This is an optimization exercise on Yosys and OpenROAD, whose aim is small area, not a production implementation. No functional check of the RTL was part of this run.

==> design/flow/run.sh <==
#!/bin/bash
# synth_recipe.tcl (not shown) runs the flow's synth.tcl, then flattens the netlist and writes it again
# the make line also repeats each setting of config.mk as NAME=value (left out here)
make -C /OpenROAD-flow-scripts/flow DESIGN_CONFIG=/design/flow/config.mk WORK_HOME=/design/flow/orfs CLKGATE_MAP_FILE= SYNTH_SCRIPT=/design/flow/synth_recipe.tcl finish
==> design/flow/config.mk <==
export PLATFORM = sky130hd
export DESIGN_NAME = int_alu_top
export DESIGN_NICKNAME = int_alu_top
export VERILOG_FILES = /design/flow/design.v
export SDC_FILE = /design/flow/constraint.sdc
export NUM_CORES = 4
export LEC_CHECK = 0
export CAP_MARGIN = 20
export CORE_MARGIN = 2
export CORE_UTILIZATION = 40
export SLEW_MARGIN = 20
==> design/flow/constraint.sdc <==
create_clock -name core_clock -period 10.0 [get_ports {clk}]
set_input_delay 2.0000 -clock core_clock [delete_from_list [all_inputs] [get_ports {clk}]]
set_output_delay 2.0000 -clock core_clock [all_outputs]
set_load 0.01 [all_outputs]
==> design/flow/design.v <==
typedef struct packed {
    logic          valid          ;
    logic          pending        ;
    logic          flushed        ;
    logic          valid_dest     ;
    logic [ 5 : 0] lreg           ;
    logic [ 5 : 0] preg           ;
    logic [ 5 : 0] ppreg          ;
    logic [ 4 : 0] microoperation ;
    logic          valid_exception;  
    logic [ 3 : 0] cause          ;  
    logic          is_store       ;
    logic [31 : 0] address        ;
} rob_entry;
typedef struct packed {
    logic         valid_request_1 ;
    logic         valid_dest_1    ;
    logic [5 : 0] lreg_1         ;
    logic [5 : 0] preg_1         ;
    logic [5 : 0] ppreg_1        ;
    logic [4 : 0] microoperation_1;
    logic         valid_request_2 ;
    logic         valid_dest_2    ;
    logic [5 : 0] lreg_2          ;
    logic [5 : 0] preg_2          ;
    logic [5 : 0] ppreg_2         ;
    logic [4 : 0] microoperation_2;
    } new_entries;
typedef struct packed {
    logic          valid_commit;
    logic          valid_write ;
    logic          flushed     ;
    logic [ 5 : 0] ldst        ;
    logic [ 5 : 0] pdst        ;
    logic [ 5 : 0] ppdst       ;
    logic [31 : 0] data        ;
    logic [ 2 : 0] ticket      ;
} writeback_toARF;
typedef struct packed {
    logic          valid          ;
    logic [ 5 : 0] destination    ;
    logic [ 2 : 0] ticket         ;
    logic [31 : 0] data           ;
    logic          valid_exception;
    logic [ 3 : 0] cause          ;
} ex_update;
typedef struct packed {
    logic         is_full  ;
    logic         two_empty;
    logic [2 : 0] ticket   ;
} to_issue;
typedef struct packed {
    logic [31 : 0] pc               ;
    logic [ 5 : 0] source1          ;
    logic          source1_pc       ;
    logic [ 5 : 0] source2          ;
    logic          source2_immediate;
    logic [31 : 0] immediate        ;
    logic [ 5 : 0] source3          ;
    logic [ 5 : 0] destination      ;
    logic [ 1 : 0] functional_unit  ;
    logic [ 4 : 0] microoperation   ;
    logic [ 2 : 0] rm               ;
    logic          is_branch        ;
    logic          is_valid         ;
} decoded_instr;
typedef struct packed {
    logic [31 : 0] pc               ;
    logic [ 5 : 0] source1          ;
    logic          source1_pc       ;
    logic [ 5 : 0] source2          ;
    logic          source2_immediate;
    logic [31 : 0] immediate        ;
    logic [ 5 : 0] source3          ;
    logic [ 5 : 0] destination      ;
    logic [ 1 : 0] functional_unit  ;
    logic [ 4 : 0] microoperation   ;
    logic [ 3 : 0] ticket           ;
    logic [ 2 : 0] rm               ;
    logic [ 1 : 0] rat_id           ;
    logic          is_valid         ;
} renamed_instr;
typedef struct packed {
    logic         pending;
    logic [1 : 0] fu     ;
    logic [2 : 0] ticket ;
    logic         in_rob ;
}scoreboard_entry;
typedef struct packed {
    logic busy;
}fu_entry;
typedef struct packed {
    logic          valid          ;
    logic [31 : 0] pc             ;
    logic [ 5 : 0] destination    ;
    logic [31 : 0] data1          ;
    logic [31 : 0] data2          ;
    logic [31 : 0] immediate      ;
    logic [ 1 : 0] functional_unit;
    logic [ 4 : 0] microoperation ;
    logic [ 2 : 0] rm             ;
    logic [ 1 : 0] rat_id         ;
    logic [ 2 : 0] ticket         ;
    }to_execution;
typedef struct packed {
    logic          valid_jump  ;
    logic          jump_taken  ;
    logic          is_comp     ;
    logic [ 1 : 0] rat_id      ;
    logic [31 : 0] orig_pc     ;
    logic [31 : 0] jump_address;
    logic [ 2 : 0] ticket      ;
} predictor_update;
module division #(
    parameter DATA_WIDTH  = 32,
    parameter CALC_CYCLES = 4
) (
    input  logic                    clk          ,
    input  logic                    rst_n        ,
    input  logic                    enable       ,
    input  logic                    sign         ,
    input  logic [  DATA_WIDTH-1:0] dividend     ,
    input  logic [  DATA_WIDTH-1:0] divider      ,
    output logic                    ready        ,
    output logic [2*DATA_WIDTH-1:0] result       ,
    output logic [  DATA_WIDTH-1:0] remainder_out
);
    localparam BIT_GROUPS = DATA_WIDTH/CALC_CYCLES;
    logic [$clog2(CALC_CYCLES)-1:0] counter        ;
    logic [         DATA_WIDTH-1:0] remainder_saved, quotient_saved;
    logic [         DATA_WIDTH-1:0] quotient,divider_copy, remainder;
    logic [           DATA_WIDTH:0] diff           ;
    logic                           result_sign, saved_sign;
    always_comb begin : Division
        remainder = {remainder_saved[DATA_WIDTH-2:0],quotient_saved[DATA_WIDTH-1]};
        quotient  = quotient_saved << 1 ;
        diff      = remainder - divider_copy;
        if(diff[DATA_WIDTH]) begin
            quotient[0] = 1'b0;
        end else begin
            quotient[0] = 1'b1;
            remainder   = remainder - divider_copy;
        end
        for(int i = 0; i < BIT_GROUPS-1; i++)    begin
            remainder = {remainder[DATA_WIDTH-2:0],quotient[DATA_WIDTH-1]};
            quotient  = quotient << 1 ;
            diff      = remainder - divider_copy;
            if(diff[DATA_WIDTH]) begin
                quotient[0] = 1'b0;
            end else begin
                quotient[0] = 1'b1;
                remainder   = remainder - divider_copy;
            end
        end
    end
    always_ff @(posedge clk or negedge rst_n) begin : CaptureData
        if(!rst_n) begin
            counter <= 0;
        end else begin
            if(enable && counter==0) begin
                counter        <= CALC_CYCLES-1;
                result_sign    <= sign & (dividend[31]^divider[31]);
                saved_sign     <= sign & dividend[31];
                quotient_saved <= (!sign || !dividend[31]) ? dividend : ~dividend + 1'b1;
                divider_copy   <= (!sign || !divider[31]) ? divider : ~divider + 1'b1;
                remainder_saved    <= 0;
            end else if(counter!=0) begin
                counter         <= counter -1;
                remainder_saved <= remainder;
                quotient_saved  <= quotient;
            end
        end
    end
    always_ff @(posedge clk or negedge rst_n) begin : Ready
        if(!rst_n) begin
            ready <= 0;
        end else begin
            if(counter==1 && !ready) begin
                ready <= 1;
            end else if(ready) begin
                ready <= 0;
            end
        end
    end
    assign remainder_out = (!saved_sign) ? remainder : ~remainder + 1'b1;
    assign result        = (!result_sign) ? quotient : ~quotient + 1'b1;
endmodule
module multiply #(parameter DATA_SIZE=32) (
    input  logic                   clk      ,
    input  logic                   rst_n    ,
    input  logic                   enable   ,
    input  logic                   sign     ,
    input  logic                   diff_type,
    input  logic [  DATA_SIZE-1:0] data_1   ,
    input  logic [  DATA_SIZE-1:0] data_2   ,
    output logic                   ready    ,
    output logic [2*DATA_SIZE-1:0] result
);
    logic [DATA_SIZE-1+8:0] part_1, part_2, part_3, part_4;
    logic [2*DATA_SIZE-1:0] extended_1,extended_2,extended_3,extended_4;
    logic [2*DATA_SIZE-1:0] result_i   ;
    logic [  DATA_SIZE-1:0] data_1_i, data_2_i;
    logic [            2:0] saved_ready, saved_sign;
    logic [  DATA_SIZE-1:0] saved_data_1, saved_data_2;
	assign ready = saved_ready[2];
	always_comb begin : data
		data_1_i = (!sign || !data_1[31]) ?  data_1 : ~data_1 + 1'b1;
        data_2_i = (!sign || diff_type || !data_2[31]) ?  data_2 : ~data_2 + 1'b1;
	end
	always_ff @(posedge clk) begin : Multiplication
        saved_data_1 <= data_1_i;
        saved_data_2 <= data_2_i;
		part_1 <= saved_data_1 * saved_data_2[7:0];
		part_2 <= saved_data_1 * saved_data_2[15:8];
		part_3 <= saved_data_1 * saved_data_2[23:16];
		part_4 <= saved_data_1 * saved_data_2[31:24];
		result_i <= extended_1+extended_2+extended_3+extended_4;
	end    
    assign extended_1 = {24'b0,part_1};
    assign extended_2 = {16'b0,part_2,8'b0};
    assign extended_3 = {8'b0,part_3,16'b0};
    assign extended_4 = {part_4,24'b0};
	assign result   = !saved_sign[2] ? result_i : ~result_i + 1'b1;
	always_ff @(posedge clk) begin : TempStorage
        saved_ready[2] <= saved_ready[1];
		saved_ready[1] <= saved_ready[0];
		saved_ready[0] <= enable;
        saved_sign[2]  <= saved_sign[1];
		saved_sign[1]  <= saved_sign[0];
		saved_sign[0]  <= diff_type? data_1[31] : sign && data_1[31]^data_2[31];
	end
endmodule
module int_alu #(
    parameter INSTR_BITS     = 32,
    parameter DATA_WIDTH     = 32,
    parameter R_ADDR         = 6 ,
    parameter ROB_INDEX_BITS = 3
) (
    input  logic        clk       ,
    input  logic        rst_n     ,
    input  logic        valid     ,
    input  to_execution input_data,
    output ex_update    fu_update ,
    output logic        busy_fu
);
    localparam DIV_CYCLES = 16;
    typedef enum logic[1:0] {NORMAL, MUL, DIV} alu_state;
    logic unsigned [DATA_WIDTH-1 : 0] data_1_u,data_2_u;
    logic signed [DATA_WIDTH-1 : 0]   data_1_s,data_2_s;
    logic [DIV_CYCLES-1:0][ROB_INDEX_BITS-1:0]  storage_ticket;
    logic [DATA_WIDTH-1 : 0]          result_comb;
    logic [DIV_CYCLES-1:0][R_ADDR-1:0]          storage_destination;
    logic [DIV_CYCLES-1:0][4 : 0]               storage_microop;
	logic [4 : 0]                     microoperation;
    logic [DIV_CYCLES:0]                      busy_vector;
    alu_state                         next_state;
    logic                             operation_enable;
    logic [2*DATA_WIDTH-1 : 0] result_div, result_mul;
    logic [DATA_WIDTH-1 : 0]   remainder;
    logic                      sign, diff_type, enable_div, enable_mul;
    logic                      div_ready, mul_ready, exc_valid;
    division #(DATA_WIDTH,DIV_CYCLES)
    division(.clk      (clk),
             .rst_n    (rst_n),
             .enable   (enable_div),
             .sign     (sign),
             .dividend (input_data.data1),
             .divider  (input_data.data2),
             .ready         (div_ready),
             .result        (result_div),
             .remainder_out (remainder));
    multiply #(DATA_WIDTH)
    multiply(.clk      (clk),
             .rst_n    (rst_n),
             .enable   (enable_mul),
             .sign     (sign),
             .diff_type(diff_type),
             .data_1   (input_data.data1),
             .data_2   (input_data.data2),
             .ready     (mul_ready),
             .result    (result_mul));
	assign microoperation = input_data.microoperation;
    assign data_1_u = $unsigned(input_data.data1);
    assign data_2_u = $unsigned(input_data.data2);
    assign data_1_s = $signed(input_data.data1);
    assign data_2_s = $signed(input_data.data2);
    assign operation_enable = valid & input_data.valid;
	assign fu_update.valid_exception = (mul_ready | div_ready)? 1'b0 : exc_valid;			 
	assign fu_update.cause           = 2;					 
    assign fu_update.valid           = (valid & input_data.valid & (next_state==NORMAL)) | mul_ready | div_ready;
    always_comb begin : Outputs
        if(mul_ready) begin
            fu_update.destination = storage_destination[2];
            fu_update.ticket      = storage_ticket[2];
            if(storage_microop[2]==5'b00010) begin
                fu_update.data        = result_mul[DATA_WIDTH-1:0];
            end else begin
                fu_update.data        = result_mul[2*DATA_WIDTH-1:DATA_WIDTH];
            end
        end else if(div_ready) begin
            fu_update.destination = storage_destination[DIV_CYCLES-1];
            fu_update.ticket      = storage_ticket[DIV_CYCLES-1];
            if(storage_microop[DIV_CYCLES-1]==5'b00110 || storage_microop[DIV_CYCLES-1]==5'b00111) begin
                fu_update.data        = result_div[DATA_WIDTH-1:0];
            end else if(storage_microop[DIV_CYCLES-1]==5'b01000 || storage_microop[DIV_CYCLES-1]==5'b01001) begin
                fu_update.data        = remainder[DATA_WIDTH-1:0];
            end else begin
                fu_update.data        = result_div[DATA_WIDTH-1:0];
            end
        end else begin
            fu_update.destination = input_data.destination;
            fu_update.ticket      = input_data.ticket;
            fu_update.data        = result_comb;
        end
    end
always_comb begin : Operations
    case (microoperation)
        5'b00000: begin
            enable_mul = 0;
            enable_div = 0;
            sign       = 0;
            diff_type  = 0;
            next_state = NORMAL;
            result_comb = data_1_u + data_2_u;
            exc_valid  = 0;
        end
        5'b00001: begin
            enable_mul = 0;
            enable_div = 0;
            sign       = 0;
            diff_type  = 0;
            next_state = NORMAL;
            result_comb = data_1_u - data_2_u;
            exc_valid  = 0;
        end
        5'b00010: begin
            sign       = 1;
            enable_mul = operation_enable;
            enable_div = 0;
            diff_type  = 0;
            next_state = MUL;
            result_comb = 0;
            exc_valid  = 0;
        end
        5'b00011: begin
            sign       = 1;
            enable_mul = operation_enable;
            enable_div = 0;
            diff_type  = 0;
            next_state = MUL;
            result_comb = 0;
            exc_valid  = 0;
        end
        5'b00100: begin
            sign       = 0;
            enable_mul = operation_enable;
            enable_div = 0;
            diff_type  = 0;
            next_state = MUL;
            result_comb = 0;
            exc_valid  = 0;
        end
        5'b00101: begin
            sign       = 1;
            enable_mul = operation_enable;
            enable_div = 0;
            diff_type  = 1;
            next_state = MUL;
            result_comb = 0;
            exc_valid  = 0;
        end
        5'b00110: begin
            if(input_data.data2==0) begin             
                next_state = NORMAL;
                result_comb = -1;
                enable_div = 0;
            end else if(input_data.data1==32'h80000000 && input_data.data2==32'hffffffff) begin  
                next_state = NORMAL;
                result_comb = input_data.data1;
                enable_div = 0;
            end else begin
                next_state = DIV;
                enable_div = operation_enable;
                result_comb = 0;
            end
            sign       = 1;
            enable_mul = 0;
            diff_type  = 0;
            exc_valid  = 0;
        end
        5'b00111: begin
            if(input_data.data2==0) begin             
                next_state = NORMAL;
                enable_div = 0;
                result_comb = '1;
            end else begin
                next_state = DIV;
                enable_div = operation_enable;
                result_comb = 0;
            end
            sign       = 0;
            enable_mul = 0;
            diff_type  = 0;
            exc_valid  = 0;
        end
        5'b01000: begin
            if(input_data.data2==0) begin             
                next_state = NORMAL;
                enable_div = 0;
                result_comb = input_data.data1;
            end else if(input_data.data1==32'h80000000 && input_data.data2==32'hffffffff) begin  
                next_state = NORMAL;
                result_comb = 'b0;
                enable_div = 0;
            end else begin
                next_state = DIV;
                enable_div = operation_enable;
                result_comb = 0;
            end
            sign       = 1;
            enable_mul = 0;
            diff_type  = 0;
            exc_valid  = 0;
        end
        5'b01001: begin
            if(input_data.data2==0) begin             
                next_state = NORMAL;
                enable_div = 0;
                result_comb = input_data.data1;
            end else begin
                next_state = DIV;
                enable_div = operation_enable;
                result_comb = 0;
            end
            sign       = 0;
            enable_mul = 0;
            diff_type  = 0;
            exc_valid  = 0;
        end
        5'b01010: begin
            enable_mul = 0;
            enable_div = 0;
            sign       = 0;
            diff_type  = 0;
            next_state = NORMAL;
            result_comb = data_1_u & data_2_u;
            exc_valid  = 0;
        end
        5'b01011: begin
            enable_mul = 0;
            enable_div = 0;
            sign       = 0;
            diff_type  = 0;
            next_state = NORMAL;
            result_comb = data_1_u | data_2_u;
            exc_valid  = 0;
        end
        5'b01100: begin
            enable_mul = 0;
            enable_div = 0;
            sign       = 0;
            diff_type  = 0;
            next_state = NORMAL;
            result_comb = data_1_u ^ data_2_u;
            exc_valid  = 0;
        end
        default: begin
            sign       = 0;
            enable_mul = 0;
            enable_div = 0;
            result_comb = 0;
            diff_type  = 0;
            next_state = NORMAL;
            exc_valid  = 1;
        end
    endcase
end
logic [DIV_CYCLES:0] busy_vector_shifted;
assign busy_vector_shifted = busy_vector <<1;
always_ff @(posedge clk or negedge rst_n) begin : BusyVector
    if(!rst_n) begin
        busy_vector <= 'b0;
    end else begin
        if(next_state==MUL & operation_enable) begin
            busy_vector <= busy_vector_shifted | 17'b00100000000000000;
        end else if(next_state==DIV & operation_enable) begin
            busy_vector <= busy_vector_shifted | 17'b01111111111111110;
        end else begin
            busy_vector <= busy_vector_shifted;
        end
    end
end
assign busy_fu = busy_vector[DIV_CYCLES-1] | (next_state == DIV & operation_enable);
always_ff @(posedge clk) begin : Storage
    for (int i = DIV_CYCLES-1; i > 0; i--) begin
        storage_destination[i] <= storage_destination[i-1];
        storage_ticket[i]      <= storage_ticket[i-1];
        storage_microop[i]     <= storage_microop[i-1];
    end
    storage_destination[0] <= input_data.destination;
    storage_ticket[0]      <= input_data.ticket;
    storage_microop[0]     <= input_data.microoperation;
end
endmodule
module int_alu_top (
    input  logic        clk          ,
    input  logic        rst_n        ,
    input  logic        in_valid     ,
    input  logic [ 4:0] in_microop   ,
    input  logic [31:0] in_data1     ,
    input  logic [31:0] in_data2     ,
    input  logic [ 5:0] in_dest      ,
    input  logic [ 2:0] in_ticket    ,
    output logic        out_valid    ,
    output logic [ 5:0] out_dest     ,
    output logic [ 2:0] out_ticket   ,
    output logic [31:0] out_data     ,
    output logic        out_exception,
    output logic [ 3:0] out_cause    ,
    output logic        busy
);
    logic [149:0] input_data;
    logic [ 46:0] fu_update;
    assign input_data = {in_valid, 32'b0, in_dest, in_data1, in_data2,
                         32'b0, 2'b10, in_microop, 3'b0, 2'b0, in_ticket};
    int_alu #(
        .INSTR_BITS    (32),
        .DATA_WIDTH    (32),
        .R_ADDR        (6 ),
        .ROB_INDEX_BITS(3 )
    ) int_alu (
        .clk       (clk       ),
        .rst_n     (rst_n     ),
        .valid     (in_valid  ),
        .input_data(input_data),
        .fu_update (fu_update ),
        .busy_fu   (busy      )
    );
    assign {out_valid, out_dest, out_ticket, out_data, out_exception, out_cause} = fu_update;
endmodule
==> results.txt <==
==> layout make-up <==
class                           count  area, um^2  area share (%)
Timing Repair Buffer              453        3770            5.29
Antenna cell                        3        7.51          0.0105
Clock buffer                       91        2020            2.82
Clock inverter                     42         518           0.726
Sequential cell                   622       13500            19.0
Multi-Input combinational cell   5288       46000            64.5
Tap cell                         2058        2570            3.61
Inverter                          774        2910            4.07
==> worst min path at each step <==
stage,end,cells after the start,slack (ns),startpoint
final,int_alu.storage_microop[7],0,0.31,int_alu.storage_microop[2]
after global routing,int_alu.storage_microop[7],0,0.30,int_alu.storage_microop[2]
after CTS,int_alu.storage_microop[7],0,0.29,int_alu.storage_microop[2]
after detailed placement,int_alu.multiply.result_i[3],0,0.31,int_alu.multiply.part_1[3]
after global placement,int_alu.storage_ticket[32],0,0.31,int_alu.storage_ticket[29]
after floorplan,int_alu.multiply.result_i[0],0,0.31,int_alu.multiply.part_1[0]
==> per-stage QoR <==
| stage | cell area, um^2 | hold slack (ns) | TNS (ns) |
|---|---|---|---|
| 2_1_floorplan | 63200 | 0.310 | 0 |
| 3_3_place_gp | 68300 | 0.310 | -4.57 |
| 3_5_place_dp | 68300 | 0.312 | -4.45 |
| 4_1_cts | 71100 | 0.286 | 0 |
| 5_1_grt | 71400 | 0.298 | 0 |
| 6_report | 71400 | 0.305 | 0 |
==> metal layers <==
layer | GRT usage (%) | vias to the layer above | share of wire, %
met4 | 10.6 | 6 | 4.7
met5 | 0 | - | 0.023
met3 | 4.19 | 431 | 7.2
met2 | 41.6 | 1933 | 45
met1 | 35.1 | 25969 | 43
li1 | - | 23483 | -
==> state kept, by name, indices dropped and copies added, names as in the netlist <==
name and flops:
int_alu.multiply.saved_sign 3, int_alu.division.saved_sign 1, int_alu.multiply.result_i 64, int_alu.division.remainder_saved 31, int_alu.storage_destination 96, int_alu.multiply.part_1 40, int_alu.multiply.part_4 40, int_alu.busy_vector 15
int_alu.multiply.saved_data_2 32, int_alu.multiply.saved_ready 3, int_alu.division.ready 1, int_alu.storage_microop 67, int_alu.storage_ticket 48, int_alu.multiply.part_2 40, int_alu.division.counter 4, int_alu.multiply.saved_data_1 32
int_alu.division.quotient_saved 32, int_alu.multiply.part_3 40, int_alu.division.divider_copy 32, int_alu.division.result_sign 1
==> what timing repair did <==
item	4_1_cts	5_1_grt
cloned	0	0
pin swaps	20	17
setup endpoints to repair	30	30
setup buffers	4	4
gates resized for setup	63	52
==> kinds of logic after synthesis <==
kind of cell / Yosys count / share of synthesized area, %
and+or+nand+nor: 2251 / 17.1
adders and majority gates: 1275 / 34.4
AOI/OAI and AO/OA: 1192 / 12.3
buffers and inverters: 1100 / 6.57
DFF: 622 / 21.4
xor gates and xnor gates: 467 / 6.47
muxes: 99 / 1.67
other: 2 / 0.0119
==> layout by cell type, fill, tap and decap left out, drive strengths merged, types with 22 or more instances in the layout <==
cell           instances
nand2                922
inv                  784
fa                   772
dfxtp                505
ha                   503
and2                 458
nor2                 352
xnor2                351
buf                  331
a21oi                326
o21ai                244
a21o                 142
xor2                 116
clkdlybuf4s50        113
nor3                  98
edfxtp                97
clkbuf                92
nand3                 77
o31ai                 59
nand2b                58
mux2                  51
or3                   51
o21a                  48
mux2i                 48
nand4                 42
o211ai                39
a211oi                39
and3                  37
a31oi                 37
nor4                  37
o21bai                35
a221oi                35
nor2b                 32
or4                   27
or2                   24
clkinv                22
==> worst reg2reg max path: stages (launching register included) <==
cell	delay [ns]
dfxtp_1	0.87
buf_4	0.45
nand2_1	0.18
fa_1	0.62
fa_1	0.44
fa_1	0.46
fa_1	0.49
inv_1	0.04
ha_1	0.31
o21a_1	0.20
o21ai_0	0.20
a21oi_1	0.09
o22ai_1	0.26
o21bai_1	0.29
a221oi_1	0.92
o2111ai_1	0.35
nand2_1	0.23
o211ai_1	0.15
a21o_1	0.19
a21oi_1	0.18
xnor2_1	0.13
==> out/qor.yml <==
status: "complete, no violations"
synth-async-reset-ratio_pct: 3.22
start_kind: "input port"
htreeDepth: 3
synth_ff_type: "dfxtp_1"
cp_slowest_stage_delay_ns: 0.49
dp.cells: 9187
ff2ff_path_depth: 20
cp.required_ns: 8.00
post-dp-hpwl_mm: 162
synthCells: 7008
place_ws_ns: -0.822
synth_area_per_cell_um2: 9.02
dieHeight_um: 401
cts-root-buf: "clkbuf_16"
cts_hold_buf: 0
path_class: "input port to output port"
endpoint_kind: "output port"
grt.total_usage_pct: 26.0
die_area_um2: 161000
via_per_inst: 5.55
num_vias: 51822
cp_slowest_cell: "or4b_4"
finClkSkew_ns: 0.0421
worstMarginPinSlew_ns: 1.15
start_util_pct: 40.4
finalSetupViolCount: 0
worstSetupPathDepth: 27
crit_arrival_ns: 7.78
clkSinkCount: 622
rsz0062_at_grt: "false"
synth_top_area_share_pct: 24.5
n_fill_cell: 15103
final_nets: 8567
grt_max_degree: 75
hold_viol_final: 0
path_max_fanout: 4
grt_pass1_wl_mm: 321
fmax_ghz: 0.102
finish.utilization_pct: 45.6
area_delta_synth_final_pct: 12.9
min_period_ns: 9.78
gr-total-overflow: 0
cts_made_buffers: 72
drive_gt1_share_pct: 8.94
drtAntennaViolNets: 0
timing.rr.start: "int_alu.multiply.saved_data_1[3]"
yosysUniqueCellTypes: 88
finalCritPeriodShare_pct: 97.8
timing.slew.headroom_pct: 23.0
r2r_end: "int_alu.multiply.part_2[39]"
setup_ws_ns: 0.224
gp_congestion: 1.02
grt_pass1_vias: 52698
io_buffers: 124
drt-wirelength-per-cell_um: 22.5
maxSlewViolCount: 0
cts_tree: "done"
clk_pin_slew_ns: 0.06
crit_family: "simple AND/OR/NAND/NOR gates"
syn_area_um2: 63200
wl_mm: 210
dr.pass1.iters: 6
clock_latency_ns: 0.71
hold_class: "register to register"
ioPinCount: 129
netlist.top_cell.by_area: "fa_1"
endpoint: "out_data[25]"
antenna_found_initial: 12
core_area_um2: 157000
setup.reg_to_reg.worst_slack_ns: 2.91
drt_iter0_drc: 4647
yosysMostFrequentCell: "nand2_1"
rows: 145
clock_path_buffers: 3
synth-seq-cells: 622
finalNonFillerCells: 9331
die_x_um: 401
path_common_cell: "buf_4"
path_buf_inv: 8
ys_warn_count: 3
synth.area.top_cells: "fa_1, dfxtp_1, ha_1"
cap_violations: 0
remaining_drc_errors: 0
synth_common_cells: "nand2_1, fa_1, inv_1"
synth_edf_count: 97
critPathLaunch: "in_data2[1]"
ys_seq_area_share_pct: 21.4

==> port drivers added, routing unchanged <==
No port has a modelled driver above. Below, the same layout with a new extraction and two added sets of constraints. Step 1 sets driving cells, clkbuf_16 on the clock port and buf_2 on the other inputs (assumed; they add their load-dependent delay and slew). Step 2 times the ports against the registers' clock, not the clock port: input delays grow and output delays shrink by t, the midpoint of the rising clock arrivals with the driver on. Slacks: no drivers / after step 1 / after step 2; pairs: no drivers / after step 1.
shift t [ns]: 0.766
setup WS [ns]: 0.224 / 0.202 / 0.202
hold WS [ns]: 0.305 / 0.305 / 0.305
worst setup path after step 2: input to output
cell pins on the clock port's net: 1
After both steps setup and hold are still met in this run. For this run, drivers alone change the setup slack by -0.022 ns; drivers and shift together by -0.022 ns.
